Background: an optimization exercise with open tools, aiming at small area. Do not read the settings as production practice. Function was checked by simulation only, so behaviour that the tests miss may differ from the original.

Setup of main:
==> flow/design.v <==
module pg_top
(
    input   wire            clk,
    input   wire            res_n,
    input   wire            btn_b_n,
    input   wire            uart_rx,
    output  wire            uart_tx,
    output  wire    [2:0]   led_rgb_n,
    output  wire            pout0,
    output  wire            pout1,
    output  wire            pout2,
    output  wire            pout3
);
    reg r_ff1, r_ff2;
    always @(posedge clk or negedge res_n) begin
        if (~res_n) begin
            r_ff1 <= 1'b0;
            r_ff2 <= 1'b0;
        end else begin
            r_ff1 <= 1'b1;
            r_ff2 <= r_ff1;
        end
    end
    wire rst_n = r_ff2;
    reg  [22:0] led_lfsr;
    reg         led;
    wire        led_top = (led_lfsr == 23'h209829);    
    always @(posedge clk) begin
        if (~rst_n | led_top)
            led_lfsr <= 23'd0;
        else
            led_lfsr <= {led_lfsr[21:0], ~(led_lfsr[22] ^ led_lfsr[17])};
    end
    always @(posedge clk or negedge rst_n) begin
        if (~rst_n)
            led <= 1'b0;
        else if (led_top)
            led <= ~led;
    end
    assign led_rgb_n = {1'b1, led, 1'b1};
    reg  [15:0] reg_q [0:8];
    wire        wr_en;           
    wire [8:0]  sel;             
    reg  [3:0]  cmd_idx;         
    reg  [7:0]  cmd_data;        
    wire [15:0] wr_data = rst_n ? {cmd_data, rx_d} : 16'd0;
    genvar gi;
    generate
        for (gi = 0; gi < 9; gi = gi + 1) begin : g_reg
            always @(posedge clk) begin
                if (~rst_n | (wr_en & sel[gi]))
                    reg_q[gi] <= wr_data;
            end
        end
    endgenerate
    reg  [23:0] cnt;
    wire        cnt_hz = (cnt[23:16] == 8'd0);
    wire        cnt_top = cnt_hz & (cnt[15:0] == reg_q[0]);
    always @(posedge clk) begin
        if (~rst_n | cnt_top)
            cnt <= 24'd0;
        else
            cnt <= cnt + 24'd1;
    end
    reg [3:0] pout;
    generate
        for (gi = 0; gi < 4; gi = gi + 1) begin : g_pout
            always @(posedge clk or negedge rst_n) begin
                if (~rst_n)
                    pout[gi] <= 1'b0;
                else if (cnt_hz & (cnt[15:0] == reg_q[2*gi+1]))
                    pout[gi] <= 1'b1;
                else if (cnt_hz & (cnt[15:0] == reg_q[2*gi+2]))
                    pout[gi] <= 1'b0;
            end
        end
    endgenerate
    assign pout0 = pout[0];
    assign pout1 = pout[1];
    assign pout2 = pout[2];
    assign pout3 = pout[3];
    reg  [2:0]  mosi_ff;
    always @(posedge clk or negedge rst_n) begin
        if (~rst_n)
            mosi_ff <= 3'b111;
        else
            mosi_ff <= {mosi_ff[1:0], uart_rx};
    end
    reg         rx_busy;
    reg  [9:0]  rx_div;          
    reg  [3:0]  rx_bit;          
    reg  [7:0]  rx_d;            
    reg         rx_s0;           
    wire        rx_start = mosi_ff[2] & ~mosi_ff[1] & ~rx_busy;
    wire        rx_zero  = (rx_div == 10'd1000);
    wire        rx_smp   = rx_busy & rx_zero;
    wire        rx_fin   = rx_smp & ~rx_bit[3] & ~rx_bit[0];
    wire        rx_byte  = rx_fin & ~rx_s0 & mosi_ff[2];
    wire [7:0]  rx_data  = rx_d;
    reg  [3:0]  byte_cnt;
    wire        rx_dsmp  = rx_smp & rx_bit[3] & (byte_cnt != 4'd5);
    always @(posedge clk or negedge rst_n) begin
        if (~rst_n)
            rx_busy <= 1'b0;
        else if (rx_start)
            rx_busy <= 1'b1;
        else if (rx_fin)
            rx_busy <= 1'b0;
    end
    always @(posedge clk) begin
        if (rx_start)
            rx_div <= 10'd496;
        else if (rx_zero)
            rx_div <= 10'd368;
        else
            rx_div <= {rx_div[8:0], ~(rx_div[9] ^ rx_div[6])};
    end
    always @(posedge clk) begin
        if (rx_start)
            rx_bit <= 4'd7;
        else if (rx_smp)
            rx_bit <= rx_bit + 4'd1;
    end
    always @(posedge clk) begin
        if (rx_smp & ~rx_bit[3] & rx_bit[0])
            rx_s0 <= mosi_ff[2];
    end
    always @(posedge clk) begin
        if (rx_dsmp)
            rx_d <= {mosi_ff[2], rx_d[7:1]};
    end
    reg         cmd_rd, cmd_wr, cmd_av;
    wire        pipe = byte_cnt[3] | (byte_cnt[2] & byte_cnt[1]);
    always @(posedge clk) begin
        if (~rst_n | (byte_cnt == 4'd12))
            byte_cnt <= 4'd0;
        else if (rx_byte | pipe)
            byte_cnt <= byte_cnt + 4'd1;
    end
    always @(posedge clk) begin
        if (rx_byte) begin
            case (byte_cnt)
                4'd0: begin
                    cmd_rd <= (rx_data == 8'h00);
                    cmd_wr <= (rx_data == 8'h01);
                end
                4'd1: cmd_av <= (rx_data == 8'h00);
                4'd2: begin
                    cmd_av  <= cmd_av & (rx_data[7:5] == 3'd0) & ~rx_data[0]
                               & (~rx_data[4] | (rx_data[3:1] == 3'd0));
                    cmd_idx <= rx_data[4:1];
                end
                4'd3: cmd_data <= rx_data;
                default: ;
            endcase
        end
    end
    assign wr_en = (byte_cnt == 4'd9) & cmd_wr;
    generate
        for (gi = 0; gi < 9; gi = gi + 1) begin : g_sel
            assign sel[gi] = cmd_av & (cmd_idx == gi);
        end
    endgenerate
    reg  [15:0] resp;
    reg         txempty;
    wire        resp_ld = (byte_cnt == 4'd11) & cmd_rd;
    reg  [15:0] rd_data;
    integer ri;
    always @(*) begin
        rd_data = 16'd0;
        for (ri = 0; ri < 9; ri = ri + 1)
            rd_data = rd_data | ({16{sel[ri] & rst_n}} & reg_q[ri]);
    end
    always @(posedge clk) begin
        if (~rst_n | resp_ld)
            resp <= rd_data;
    end
    wire        tx_req = (byte_cnt == 4'd12) & (cmd_rd | cmd_wr);
    reg  [2:0]  wbc;
    reg         tx_busy;
    reg         tx_en;
    always @(posedge clk or negedge rst_n) begin
        if (~rst_n) begin
            wbc     <= 3'd0;
            tx_busy <= 1'b0;
            tx_en   <= 1'b0;
        end else if (tx_req) begin
            tx_busy <= 1'b1;
        end else if (tx_busy & txempty) begin
            tx_en <= 1'b1;
        end else if (tx_en) begin
            tx_en <= 1'b0;
            if (wbc == 3'd5) begin
                wbc     <= 3'd0;
                tx_busy <= 1'b0;
            end else begin
                wbc <= wbc + 3'd1;
            end
        end
    end
    reg  [9:0]  tx_div;          
    reg  [3:0]  tx_bit;
    reg         miso;
    wire        tx_start = txempty & tx_en;
    wire        tx_term  = (tx_div == 10'd99);
    wire        tx_stop  = ~tx_bit[3] & ~tx_bit[0];
    wire        tx_done  = ~tx_bit[3] & tx_bit[0] & ~tx_bit[1];
    wire        tx_shift = ~txempty & tx_term & ~tx_done;
    wire [7:0]  tx_rbyte = (wbc == 3'd2) ? resp[15:8] : resp[7:0];
    wire        tx_dbit  = (wbc == 3'd1) |
                           (((wbc == 3'd2) | (wbc == 3'd3)) & tx_rbyte[tx_bit[2:0]]);
    wire        tx_nbit  = tx_bit[3] ? tx_dbit : ~tx_bit[0];
    always @(posedge clk) begin
        if (tx_start)
            tx_div <= 10'd99;
        else if (tx_term)
            tx_div <= tx_stop ? 10'd1 : 10'd0;
        else
            tx_div <= {tx_div[8:0], ~(tx_div[9] ^ tx_div[6])};
    end
    always @(posedge clk) begin
        if (tx_start)
            tx_bit <= 4'd7;
        else if (tx_shift)
            tx_bit <= tx_bit + 4'd1;
    end
    always @(posedge clk or negedge rst_n) begin
        if (~rst_n)
            txempty <= 1'b1;
        else if (tx_start)
            txempty <= 1'b0;
        else if (tx_term & tx_done)
            txempty <= 1'b1;
    end
    always @(posedge clk or negedge rst_n) begin
        if (~rst_n)
            miso <= 1'b1;
        else if (tx_shift)
            miso <= tx_nbit;
    end
    assign uart_tx = miso;
endmodule
Settings: LEC_CHECK=0, CAP_MARGIN=20, CORE_MARGIN=2, CORE_UTILIZATION=60, CTS_BUF_LIST=sky130_fd_sc_hd__clkbuf_16, CTS_CLUSTER_DIAMETER=150, CTS_CLUSTER_SIZE=30, SLEW_MARGIN=20; clock period 10.0 ns.
run.sh (not shown) runs the stock make flow with config.mk's settings and CLKGATE_MAP_FILE= SYNTH_SCRIPT=/design/flow/synth_recipe.tcl, a recipe that flattens the netlist after the stock synthesis.
## Diff of input files: the feature branch against main
diff --git a/flow/design.v b/flow/design.v
--- a/flow/design.v
+++ b/flow/design.v
@@ -40,14 +40,13 @@
     assign led_rgb_n = {1'b1, led, 1'b1};
     reg  [15:0] reg_q [0:8];
-    wire        wr_en;           
-    wire [8:0]  sel;             
+    reg         wr_en;           
     reg  [3:0]  cmd_idx;         
-    reg  [7:0]  cmd_data;        
-    wire [15:0] wr_data = rst_n ? {cmd_data, rx_d} : 16'd0;
+    reg  [15:0] cmd_data;        
+    wire [15:0] wr_data = rst_n ? cmd_data : 16'd0;
     genvar gi;
     generate
         for (gi = 0; gi < 9; gi = gi + 1) begin : g_reg
             always @(posedge clk) begin
-                if (~rst_n | (wr_en & sel[gi]))
+                if (~rst_n | (wr_en & (cmd_idx == gi)))
                     reg_q[gi] <= wr_data;
             end
@@ -89,15 +88,12 @@
     reg         rx_busy;
     reg  [9:0]  rx_div;          
-    reg  [3:0]  rx_bit;          
-    reg  [7:0]  rx_d;            
-    reg         rx_s0;           
+    reg  [9:0]  rx_sr;           
     wire        rx_start = mosi_ff[2] & ~mosi_ff[1] & ~rx_busy;
     wire        rx_zero  = (rx_div == 10'd1000);
     wire        rx_smp   = rx_busy & rx_zero;
-    wire        rx_fin   = rx_smp & ~rx_bit[3] & ~rx_bit[0];
-    wire        rx_byte  = rx_fin & ~rx_s0 & mosi_ff[2];
-    wire [7:0]  rx_data  = rx_d;
-    reg  [3:0]  byte_cnt;
-    wire        rx_dsmp  = rx_smp & rx_bit[3] & (byte_cnt != 4'd5);
+    wire        rx_fin   = rx_smp & rx_sr[9];
+    wire        rx_byte  = rx_fin & ~rx_sr[8] & mosi_ff[2];
+    wire [7:0]  rx_data  = {rx_sr[0], rx_sr[1], rx_sr[2], rx_sr[3],
+                            rx_sr[4], rx_sr[5], rx_sr[6], rx_sr[7]};
     always @(posedge clk or negedge rst_n) begin
         if (~rst_n)
@@ -118,16 +114,9 @@
     always @(posedge clk) begin
         if (rx_start)
-            rx_bit <= 4'd7;
+            rx_sr <= 10'd1;
         else if (rx_smp)
-            rx_bit <= rx_bit + 4'd1;
-    end
-    always @(posedge clk) begin
-        if (rx_smp & ~rx_bit[3] & rx_bit[0])
-            rx_s0 <= mosi_ff[2];
-    end
-    always @(posedge clk) begin
-        if (rx_dsmp)
-            rx_d <= {mosi_ff[2], rx_d[7:1]};
-    end
+            rx_sr <= {rx_sr[8:0], mosi_ff[2]};
+    end
+    reg  [3:0]  byte_cnt;
     reg         cmd_rd, cmd_wr, cmd_av;
     wire        pipe = byte_cnt[3] | (byte_cnt[2] & byte_cnt[1]);
@@ -151,25 +140,20 @@
                     cmd_idx <= rx_data[4:1];
                 end
-                4'd3: cmd_data <= rx_data;
+                4'd3: cmd_data[15:8] <= rx_data;
+                4'd4: cmd_data[7:0]  <= rx_data;
                 default: ;
             endcase
         end
     end
-    assign wr_en = (byte_cnt == 4'd9) & cmd_wr;
-    generate
-        for (gi = 0; gi < 9; gi = gi + 1) begin : g_sel
-            assign sel[gi] = cmd_av & (cmd_idx == gi);
-        end
-    endgenerate
+    always @(posedge clk or negedge rst_n) begin
+        if (~rst_n)
+            wr_en <= 1'b0;
+        else
+            wr_en <= (byte_cnt == 4'd8) & cmd_wr & cmd_av;
+    end
     reg  [15:0] resp;
     reg         txempty;
     wire        resp_ld = (byte_cnt == 4'd11) & cmd_rd;
-    reg  [15:0] rd_data;
-    integer ri;
-    always @(*) begin
-        rd_data = 16'd0;
-        for (ri = 0; ri < 9; ri = ri + 1)
-            rd_data = rd_data | ({16{sel[ri] & rst_n}} & reg_q[ri]);
-    end
+    wire [15:0] rd_data = (cmd_av & rst_n) ? reg_q[cmd_idx] : 16'd0;
     always @(posedge clk) begin
         if (~rst_n | resp_ld)
Findings:
- The feature branch and main all finish clean.
- Final standard cell count with taps included and fillers excluded (lower): main
- Delta (the feature branch minus main): highest fanout seen on the critical path now smaller, area share of xor/xnor cells in the synthesized design now smaller, die area now larger, largest net degree at the start of global routing now larger.

* * *

pg_top, a different RTL version from the one above (not shown whole).
For scale: about 950 cells after synthesis, about 280 flip-flops.
Settings: LEC_CHECK=0, CAP_MARGIN=20, CORE_MARGIN=2, CORE_UTILIZATION=60, SLEW_MARGIN=20; clock period 10.0 ns.
standard.sh (not shown) runs the stock make flow with config.mk's settings and CLKGATE_MAP_FILE= SYNTH_SCRIPT=/design/flow/synth_recipe.tcl, a recipe that flattens the netlist after the stock synthesis.
==> flow/flow/run.sh <==
#!/bin/bash
# Standard layout (the standard.sh: standard synthesis, floorplan, placement,
# CTS, routing) with two settings changed:
#  - clock tree: 8x clock buffers, clusters of at most 15 sinks within 100 um,
#    no dummy balancing loads
#  - port buffers: every input and output port still gets a buffer, of the
#    library's smallest buffer cell
set -euo pipefail
export CTS_ARGS="-sink_clustering_enable -repair_clock_nets -buf_list sky130_fd_sc_hd__clkbuf_8 -sink_clustering_size 15 -sink_clustering_max_diameter 100 -dont_use_dummy_load"
export BUFFER_PORTS_ARGS="-buffer_cell sky130_fd_sc_hd__buf_1"
bash standard.sh finish > standard.log 2>&1
Rerun with:
--- a/flow/design.v
+++ b/flow/design.v
@@ -152,23 +152,23 @@
             endcase
         end
     end
     assign wr_en = (byte_cnt == 4'd9) & cmd_wr;
     generate
         for (gi = 0; gi < 9; gi = gi + 1) begin : g_sel
             assign sel[gi] = (cmd_idx == gi);
         end
     endgenerate
     reg  [15:0] resp;
     reg         txempty;
-    wire        resp_ld = (byte_cnt == 4'd11) & cmd_rd;
+    wire        resp_ld = (byte_cnt == 4'd9) & cmd_rd;
     reg  [15:0] rd_data;
     integer ri;
     always @(*) begin
         rd_data = 16'd0;
         for (ri = 0; ri < 9; ri = ri + 1)
             rd_data = rd_data | ({16{sel[ri] & rst_n}} & reg_q[ri]);
     end
     always @(posedge clk) begin
         if (~rst_n | resp_ld)
             resp <= rd_data;
     end
The changed run ran to the end with no violations.
Routed wire length came out higher by about 3.5%.
Design area drops by 0.85%.
Core utilization goes up by 0.91 points.
Synthesized cell count drops by about 2%.
Register-to-register slack degrades by 0.19 ns.
Cell count fell by about 2.3%.
Global-route usage rose by 0.84 points.
Sequential cell count is unchanged.
Worst setup slack gains 0.016 ns.
Non-clock buffer count goes down by 6.
Critical path depth does not change.
Area after synthesis drops by 0.90%.
Maximum frequency increases by about 0.5%.

-- static timing again, ports no longer ideal --
The flow's constraints put no driver on any port. The routed layouts listed below were extracted and timed again, unchanged, in two steps.
Step 1, drivers: a clkbuf_16 drives clk and a buf_2 each remaining input, both assumed.
Step 2, shift: input delay + t, output delay - t, t = (earliest + latest rising clock arrival at the registers) / 2. This alone moves slack from input paths to output paths.
Three values: ideal ports, drivers, drivers and shift; two values: the first two.
run	t (ns)	slack for setup (ns)	latest minus earliest clock arrival (ns)
main	0.533	6.424 / 6.376 / 6.909	0.033 / 0.032
the feature branch	0.541	6.427 / 6.376 / 6.917	0.033 / 0.032
the first run of note 2	0.579	6.772 / 6.732 / 7.059	0.029 / 0.029
the second run of note 2	0.584	6.789 / 6.745 / 6.874	0.042 / 0.042
After both steps setup and hold are still met in every run listed.
